From an optimization exercise on the open Yosys and OpenROAD flow, aimed at small area, a short achievable clock period and few clock cycles per item; shortcuts taken in it are not production practice.
The RTL was checked by simulation tests, not by an equivalence proof against the original design.

==> run a <==
==> flow/design.v <==
module JAM (
input CLK,
input RST,
output reg [2:0] W,
output reg [2:0] J,
input [6:0] Cost,
output [3:0] MatchCount,
output reg [9:0] MinCost,
output reg Valid );
localparam ST_SCAN = 4'd0, ST_POST = 4'd1, ST_AUG = 4'd2, ST_EQ = 4'd3,
           ST_ELIM = 4'd4, ST_RYS = 4'd5, ST_FIN = 4'd6, ST_DONE = 4'd7,
           ST_PREP = 4'd8;
integer k, m, n;
reg [3:0] st;
reg [7:0] p  [0:7];    
reg [7:0] K  [0:7];    
reg [2:0] way[0:7];    
reg [7:0] wayS;        
reg [2:0] pm [0:7];    
reg [7:0] matched, used;
reg [2:0] r, i0, j0, jc, j1;
reg       j0s, first, eqhead;
reg signed [9:0] U;    
reg [7:0] runmin;
reg [6:0] Dprev;
reg [7:0] Pc, Kc, Pj1;   
reg signed [10:0] Qr, Y1r;   
wire [7:0] Rm = matched;   
reg [3:0] acc, prodP;
assign MatchCount = acc;
reg       parP;
reg [2:0] jq;
reg [7:0] jqh;   
reg       hq;
reg [2:0] rq;    
reg [2:0] jn; reg ld, ld_corr, ld_zero;
reg [7:0] pn, kn;
always @* begin
    pn = 8'd0; kn = 8'd0;
    for (k = 0; k < 8; k = k + 1) begin
        pn = pn | ({8{jqh[k]}} & p[k]);
        kn = kn | ({8{jqh[k]}} & K[k]);
    end
end
wire [6:0] c_D = Dprev;    
wire [7:0] pcor = pn + {1'b0, c_D} - kn;
wire       cpos = {1'b0, c_D} > kn;
wire [7:0] pnew = ld_zero ? 8'd0 : ((ld_corr & cpos) ? pcor : pn);
wire signed [10:0] pn_s = {3'b0, pn};
wire signed [10:0] kn_s = {3'b0, kn};
wire signed [10:0] pnew_s = {3'b0, pnew};
reg ldq, ldq_first;
wire signed [10:0] Pc_s = {3'b0, Pc};
wire signed [10:0] U_s  = {U[9], U};
wire signed [10:0] Kc_s = {3'b0, Kc};
wire signed [10:0] rm_s = {3'b0, runmin};
wire signed [10:0] P1_s = {3'b0, Pj1};
wire signed [10:0] cs = {4'b0, Cost};
wire signed [10:0] t  = cs + Qr;
wire signed [10:0] Y2 = rm_s - Qr;
wire [7:0] tsat = (t[10:8] != 3'b000) ? 8'hFF : t[7:0];
wire lt  = first | (cs < Y1r);
wire rmt = cs < Y2;
wire rmk = Kc < runmin;
wire rm_lt = lt ? rmt : rmk;
wire [7:0] above = ~used & (8'hFE << jq);
reg [2:0] jnext; reg has_next;
always @* begin
    jnext = 3'd0; has_next = |above;
    for (k = 7; k >= 0; k = k - 1)
        if (above[k]) jnext = k;
end
wire [7:0] used_j1 = used | (8'd1 << j1);
reg [2:0] jfirst;
always @* begin
    jfirst = 3'd0;
    for (k = 7; k >= 0; k = k - 1) if (!used_j1[k]) jfirst = k;
end
wire [2:0] pm_j1 = pm[j1];
wire [2:0] way_j1 = way[j1];
wire       wayS_j1 = wayS[j1];
wire [2:0] pm_new = wayS_j1 ? r : pm[way_j1];
wire signed [10:0] U_post = cs + P1_s - rm_s;
wire [8:0] cp = {2'b0, Cost} + {1'b0, Pc};
wire       eq_wrap = (jq + 3'd1 == rq);
wire [2:0] jq_n = eq_wrap ? jq + 3'd2 : jq + 3'd1;
wire [2:0] rq_n = eq_wrap ? rq + 3'd1 : rq;
wire aug = (st == ST_POST && !matched[j1]) || st == ST_AUG;
wire phase_end = aug && wayS_j1;
always @* begin
    if (st == ST_POST) begin W = pm_j1; J = j1; end
    else begin W = i0; J = jc; end
end
reg [7:0] Af [0:7];    
reg [7:0] rowo, colo, rem;
always @* begin
    for (m = 0; m < 8; m = m + 1)
        for (k = 0; k < 8; k = k + 1)
            Af[m][k] = K[m][(k - m) & 7];
    for (m = 0; m < 8; m = m + 1) begin
        rowo[m] = 1'b0; colo[m] = 1'b0;
        for (k = 0; k < 8; k = k + 1)
            if (k != m) begin
                rowo[m] = rowo[m] | (Af[m][k] & Rm[k]);
                colo[m] = colo[m] | (Af[k][m] & Rm[k]);
            end
        rem[m] = Rm[m] & ~(rowo[m] & colo[m]);
    end
end
function [1:0] fa(input a, input b, input c);
    fa = {(a & b) | (c & (a ^ b)), a ^ b ^ c};
endfunction
function [3:0] pop8(input [7:0] x);
    reg [1:0] A, B, C, D, E, F;
    begin
        A = fa(x[0], x[1], x[2]);
        B = fa(x[3], x[4], x[5]);
        C = {x[6] & x[7], x[6] ^ x[7]};
        D = fa(A[0], B[0], C[0]);
        E = fa(A[1], B[1], C[1]);
        F = {E[0] & D[1], E[0] ^ D[1]};
        pop8 = {E[1] & F[1], E[1] ^ F[1], F[0], D[0]};
    end
endfunction
reg [31:0] rs;         
reg [7:0] G, S;
always @* begin
    for (m = 0; m < 8; m = m + 1) begin
        rs[4*m +: 4] = p[m][3:0];
        S[m] = p[m][4];
        G[m] = p[m][5];
    end
end
reg       parG, vP;
reg [7:0] fl;           
reg [7:0] rz, ra, rb0, rb1, re0, re1;
reg [3:0] rn;
reg [3:0] ne0, ne1, nb0;
reg [4:0] esum;
reg [1:0] bb;
reg [3:0] term;
always @* begin
    fl = 8'd0;
    for (k = 7; k >= 0; k = k - 1) if (Rm[k] && !S[k]) fl = 8'd1 << k;
end
wire fl_on = ~|(G & fl);
always @* begin
    for (m = 0; m < 8; m = m + 1) begin
        rn = rs[4*m +: 4];
        rz[m]  = (rn == 4'd0);
        re0[m] = (rn == 4'd2) | (rn == 4'd6) | (rn == 4'd8);
        re1[m] = (rn == 4'd4) | (rn == 4'd8);
        ra[m]  = (rn == 4'd3) | (rn == 4'd6) | (rn == 4'd7);
        rb0[m] = (rn == 4'd3) | (rn == 4'd5) | (rn == 4'd6);
        rb1[m] = (rn == 4'd3) | (rn == 4'd6) | (rn == 4'd7);
    end
    ne0 = pop8(re0 & Rm);
    ne1 = pop8(re1 & Rm);
    nb0 = pop8(rb0 & Rm);
    esum = {1'b0, ne0} + {ne1, 1'b0};
    bb = nb0[1:0] + {^(rb1 & Rm), 1'b0};
    term = {bb, 2'b01};                  
    if (^(ra & Rm)) term = 4'd0 - term;
    term = term << esum[1:0];
    if (|(rz & Rm) || esum > 5'd3) term = 4'd0;
end
wire [3:0] acc_n = !vP ? acc : parP ? acc - prodP : acc + prodP;
reg [7:0] fl_ge;
always @* begin
    fl_ge[0] = fl[0];
    for (k = 1; k < 8; k = k + 1) fl_ge[k] = fl_ge[k-1] | fl[k];
end
wire [7:0] S_n = Rm & ((S & fl_ge & ~fl) | fl);
function [3:0] step4(input [3:0] x, input up);
    reg c1, c2, c3;
    begin
        c1 = up ? x[0] : ~x[0];
        c2 = c1 & (up ? x[1] : ~x[1]);
        c3 = c2 & (up ? x[2] : ~x[2]);
        step4 = {x[3] ^ c3, x[2] ^ c2, x[1] ^ c1, ~x[0]};
    end
endfunction
always @* begin
    jn = jq; ld = 1'b0; ld_corr = 1'b0; ld_zero = 1'b0; ldq = 1'b0; ldq_first = first;
    case (st)
    ST_SCAN: begin
        jn = jq; ld = hq; ldq = hq;
        ld_corr = first & hq; ld_zero = first & hq & (r == 3'd0);
    end
    ST_POST, ST_AUG: begin
        if (phase_end) begin ld = 1'b1; ld_corr = 1'b1; ldq = 1'b1; ldq_first = 1'b1; end
    end
    ST_EQ: begin
        jn = jq; ld = 1'b1; ld_corr = (rq == 3'd0);
    end
    ST_PREP: begin
        ld = 1'b1; ldq = 1'b1; ldq_first = 1'b0;
    end
    default: ;
    endcase
end
always @(posedge CLK) begin
    if (ld_corr | ld_zero) p[jn] <= pnew;
    if (ld) begin Pc <= pnew; Kc <= kn; end
    if (ldq) begin
        Qr  <= ldq_first ? pnew_s : pn_s - U_s;
        Y1r <= kn_s - pn_s + U_s;
    end
    if (RST) begin
        p[0] <= 8'd0; Pc <= 8'd0; Qr <= 11'sd0;
        st <= ST_SCAN;
        Valid <= 1'b0;
        matched <= 8'd0;
        used <= 8'd0;
        r <= 3'd0; i0 <= 3'd0; jc <= 3'd0; j0 <= 3'd0; j1 <= 3'd0; jq <= 3'd1; jqh <= 8'd1 << (3'd1); hq <= 1'b1;
        j0s <= 1'b1; first <= 1'b1;
        U <= 10'sd0;
        runmin <= 8'hFF;
        Dprev <= 7'd0;
    end else begin
        case (st)
        ST_SCAN: begin
            if (lt) begin
                K[jc] <= tsat;
                way[jc] <= j0;
                wayS[jc] <= j0s;
            end
            if (rm_lt) begin
                runmin <= lt ? tsat : Kc;
                j1 <= jc;
                Pj1 <= Pc;
            end
            if (hq) begin
                jc <= jq; jq <= jnext; jqh <= 8'd1 << (jnext); hq <= has_next;
            end else begin
                Dprev <= rm_lt ? (lt ? tsat[6:0] : Kc[6:0]) : runmin[6:0];
                st <= ST_POST; jq <= 3'd0; jqh <= 8'd1 << (3'd0);
            end
        end
        ST_POST, ST_AUG: begin
            if (st == ST_POST && matched[j1]) begin
                U <= U_post[9:0];
                used <= used_j1;
                i0 <= pm_j1;
                j0 <= j1; j0s <= 1'b0;
                first <= 1'b0;
                runmin <= 8'hFF;
                jq <= jfirst; jqh <= 8'd1 << (jfirst); hq <= 1'b1;
                st <= ST_PREP;
            end else begin
                pm[j1] <= pm_new;
                matched[j1] <= 1'b1;
                if (wayS_j1) begin
                    if (r == 3'd7) begin
                        st <= ST_EQ; r <= 3'd0; jc <= 3'd0; jq <= 3'd1; jqh <= 8'd1 << (3'd1); rq <= 3'd0;
                        i0 <= (j1 == 3'd0) ? pm_new : pm[0];
                        eqhead <= 1'b1; MinCost <= 10'd0;
                    end else begin
                        r <= r + 3'd1; i0 <= r + 3'd1;
                        j0s <= 1'b1; first <= 1'b1; U <= 10'sd0;
                        used <= 8'd0; runmin <= 8'hFF; jc <= 3'd0; jq <= 3'd1; jqh <= 8'd1 << (3'd1); hq <= 1'b1;
                        st <= ST_SCAN;
                    end
                end else begin
                    j1 <= way_j1;
                    st <= ST_AUG;
                end
            end
        end
        ST_PREP: begin
            jc <= jq; jq <= jnext; jqh <= 8'd1 << (jnext); hq <= has_next;
            st <= ST_SCAN;
        end
        ST_EQ: begin
            if (eqhead) begin
                U <= {1'b0, cp};
                MinCost <= MinCost + {3'b0, Cost};
                K[r] <= {1'b1, K[r][7:1]};
                eqhead <= 1'b0;
                jc <= jq; jq <= jq_n; jqh <= 8'd1 << (jq_n); rq <= rq_n;
            end else begin
                K[r] <= {(cp == U[8:0]), K[r][7:1]};
                if (jc + 3'd1 == r) begin
                    if (r == 3'd7) begin
                        st <= ST_ELIM;
                    end else begin
                        r <= r + 3'd1; i0 <= pm[r + 3'd1];
                        eqhead <= 1'b1;
                        jc <= jq; jq <= jq_n; jqh <= 8'd1 << (jq_n); rq <= rq_n;
                    end
                end else begin
                    jc <= jq; jq <= jq_n; jqh <= 8'd1 << (jq_n); rq <= rq_n;
                end
            end
        end
        ST_ELIM: begin
            if (rem == 8'd0) begin
                st <= ST_RYS; acc <= 4'd0; vP <= 1'b0;
                parG <= ^Rm;
                for (n = 0; n < 8; n = n + 1) p[n][5:0] <= 6'd0;
            end else begin
                matched <= matched & ~rem;
            end
        end
        ST_RYS: begin
            prodP <= term;
            parP <= parG;
            vP <= 1'b1;
            acc <= acc_n;
            for (n = 0; n < 8; n = n + 1) begin
                p[n][4] <= S_n[n];
                p[n][5] <= G[n] ^ fl[n];
            end
            parG <= ~parG;
            for (n = 0; n < 8; n = n + 1)
                if (|(Af[n] & fl)) p[n][3:0] <= step4(rs[4*n +: 4], fl_on);
            if (S == Rm) st <= ST_FIN;
        end
        ST_FIN: begin
            acc <= acc_n;
            Valid <= 1'b1;
            st <= ST_DONE;
        end
        default: ;
        endcase
    end
end
endmodule
==> flow/run.sh <==
#!/bin/bash
# synth_recipe.tcl (not shown) runs the flow's synth.tcl, then flattens the netlist and writes it again
# the make line also repeats each setting of config.mk as NAME=value (left out here)
make -C /OpenROAD-flow-scripts/flow DESIGN_CONFIG=/design/flow/config.mk WORK_HOME=/design/flow/orfs CLKGATE_MAP_FILE= SYNTH_SCRIPT=/design/flow/synth_recipe.tcl finish
==> flow/config.mk <==
export PLATFORM = sky130hd
export DESIGN_NAME = JAM
export DESIGN_NICKNAME = JAM
export VERILOG_FILES = /design/flow/design.v
export SDC_FILE = /design/flow/constraint.sdc
export NUM_CORES = 4
export LEC_CHECK = 0
export CAP_MARGIN = 20
export CORE_MARGIN = 2
export CORE_UTILIZATION = 60
export SETUP_SLACK_MARGIN = 2.5
export SLEW_MARGIN = 20
==> flow/constraint.sdc <==
create_clock -name core_clock -period 6.0 [get_ports {CLK}]
set_input_delay 1.2000 -clock core_clock [delete_from_list [all_inputs] [get_ports {CLK}]]
set_output_delay 1.2000 -clock core_clock [all_outputs]
set_load 0.01 [all_outputs]
==> run b (differences from run a) <==
--- a/flow/config.mk
+++ b/flow/config.mk
@@ -9,4 +9,4 @@
 export CORE_MARGIN = 2
-export CORE_UTILIZATION = 60
-export SETUP_SLACK_MARGIN = 2.5
+export CORE_UTILIZATION = 40
+export SETUP_SLACK_MARGIN = 2.0
 export SLEW_MARGIN = 20
==> run c (differences from run a) <==
--- a/flow/design.v
+++ b/flow/design.v
@@ -27,3 +27,3 @@
 reg signed [10:0] Qr, Y1r;   
-wire [7:0] Rm = matched;   
+reg [7:0] Rm, S;   
 reg [3:0] acc, prodP;
@@ -125,10 +125,3 @@
 reg [31:0] rs;         
-reg [7:0] G, S;
-always @* begin
-    for (m = 0; m < 8; m = m + 1) begin
-        rs[4*m +: 4] = p[m][3:0];
-        S[m] = p[m][4];
-        G[m] = p[m][5];
-    end
-end
+reg [7:0] G;
 reg       parG, vP;
@@ -167,17 +160,3 @@
 wire [3:0] acc_n = !vP ? acc : parP ? acc - prodP : acc + prodP;
-reg [7:0] fl_ge;
-always @* begin
-    fl_ge[0] = fl[0];
-    for (k = 1; k < 8; k = k + 1) fl_ge[k] = fl_ge[k-1] | fl[k];
-end
-wire [7:0] S_n = Rm & ((S & fl_ge & ~fl) | fl);
-function [3:0] step4(input [3:0] x, input up);
-    reg c1, c2, c3;
-    begin
-        c1 = up ? x[0] : ~x[0];
-        c2 = c1 & (up ? x[1] : ~x[1]);
-        c3 = c2 & (up ? x[2] : ~x[2]);
-        step4 = {x[3] ^ c3, x[2] ^ c2, x[1] ^ c1, ~x[0]};
-    end
-endfunction
+wire [7:0] S_n = ((S | ~Rm) + 8'd1) & Rm;
 always @* begin
@@ -284,3 +263,3 @@
                     if (r == 3'd7) begin
-                        st <= ST_ELIM;
+                        st <= ST_ELIM; Rm <= 8'hFF;
                     end else begin
@@ -297,7 +276,7 @@
             if (rem == 8'd0) begin
-                st <= ST_RYS; acc <= 4'd0; vP <= 1'b0;
+                st <= ST_RYS; S <= 8'd0; G <= 8'd0; acc <= 4'd0; vP <= 1'b0;
                 parG <= ^Rm;
-                for (n = 0; n < 8; n = n + 1) p[n][5:0] <= 6'd0;
+                rs <= 32'd0;
             end else begin
-                matched <= matched & ~rem;
+                Rm <= Rm & ~rem;
             end
@@ -309,9 +288,7 @@
             acc <= acc_n;
-            for (n = 0; n < 8; n = n + 1) begin
-                p[n][4] <= S_n[n];
-                p[n][5] <= G[n] ^ fl[n];
-            end
+            S <= S_n;
+            G <= G ^ fl;
             parG <= ~parG;
             for (n = 0; n < 8; n = n + 1)
-                if (|(Af[n] & fl)) p[n][3:0] <= step4(rs[4*n +: 4], fl_on);
+                if (|(Af[n] & fl)) rs[4*n +: 4] <= fl_on ? rs[4*n +: 4] + 4'd1 : rs[4*n +: 4] - 4'd1;
             if (S == Rm) st <= ST_FIN;
--- a/flow/config.mk
+++ b/flow/config.mk
@@ -9,4 +9,4 @@
 export CORE_MARGIN = 2
-export CORE_UTILIZATION = 60
-export SETUP_SLACK_MARGIN = 2.5
+export CORE_UTILIZATION = 40
+export SETUP_SLACK_MARGIN = 3.3
 export SLEW_MARGIN = 20
==> flow_metrics.tcl <==
set metrics [dict create \
    grt_usage 0.274 \
    postPlaceCellArea_um2 24600 \
    post-place-ws_ns 1.10 \
    power_mw 17.2 \
    whs_ns 0.505 \
    hpwl_um 61300 \
    met2WireLength_um 37300 \
    status "complete, no violations" \
    synth-edff-count 230 \
    crit_slowest_cell "fa_1" \
    n_all_buffers 156 \
]
The numbers above come from run b.

==> flow_metrics.tcl <==
set metrics [dict create \
    crit_required_ns 6.41 \
    whs_ns 0.484 \
    die_x_um 202 \
    crit_slowest_cell "fa_2" \
    final_common_cell "edfxtp_1" \
    p_leak_nw 11.0 \
    synth-edff-count 230 \
    p_seq_frac 0.223 \
    n_antenna_cell 1 \
    hpwl_um 57900 \
    postPlaceCellArea_um2 24400 \
    power_mw 18.9 \
    min_to "p[0][6]$_SDFFE_PP0P_" \
    rr_startpoint "p[2][3]$_DFFE_PP_" \
    n_all_buffers 251 \
    status "complete, no violations" \
    met2WireLength_um 36600 \
    grt_max_degree 44 \
    grt_usage 0.400 \
    seq_cells 335 \
]
The numbers above come from run a.

==> flow_metrics.tcl <==
set metrics [dict create \
    nonClockInverterCount 174 \
    n_all_buffers 421 \
    sh_seq_area 0.311 \
    met2WireLength_um 42000 \
    timing.max_cap.violations 0 \
    synth-edff-count 284 \
    path_max_fanout 5 \
    grt_usage 0.272 \
    htreeDepth 2 \
    fin_skew_ns 0.0464 \
    power_mw 21.1 \
    status "complete, no violations" \
    post-place-ws_ns 0.879 \
    nMultiInputCombCells 1737 \
    hpwl_um 57900 \
    regArea_um2 10800 \
    reg2reg_depth 19 \
    syn_to_final_growth_pct 37.7 \
    whs_ns 0.467 \
    synth-compound-area-share 0.169 \
]
The numbers above come from run c.

Testbench counts of run a, summed over its fixed seeds: cycles 8,077, jobs 32.
Testbench counts of run b, summed over its fixed seeds: cycles 8,077, jobs 32.
Testbench counts of run c, summed over its fixed seeds: cycles 8,077, jobs 32.

static timing again, ports no longer ideal:
In the flow no input, the clock included, has a driving cell. The finished layouts below were timed again as built, in two steps. Step 1 (the two cells are an assumption about what drives the block):
set clk [get_ports {CLK}]
set_driving_cell -lib_cell sky130_fd_sc_hd__clkbuf_16 $clk
set_driving_cell -lib_cell sky130_fd_sc_hd__buf_2 [delete_from_list [all_inputs] $clk]
Step 2 moves the port delays by t, midway between the first and last clock arrival at a register: inputs arrive t later, outputs are due t later. That takes back most of the time a late clock gives input paths. Slacks: ideal ports / drivers / drivers and shift; pairs: ideal ports / drivers.
| run | t (ns) | setup slack, ns | hold WS [ns] | worst setup path at the end | worst data-port slew with drivers (ns) |
|---|---|---|---|---|---|
| run a | 0.627 | 2.162 / 2.162 / 1.833 | 0.484 / 0.484 / 0.484 | input to register | 0.03 |
| run b | 0.633 | 2.028 / 2.028 / 1.556 | 0.505 / 0.505 / 0.505 | input to register | 0.13 |
| run c | 0.648 | 2.385 / 2.385 / 2.223 | 0.467 / 0.467 / 0.467 | input to register | 0.06 |
After both steps setup and hold are still met in every run listed. For run b, which loses most, drivers alone change the setup slack by 0.000 ns; drivers and shift together by -0.472 ns.
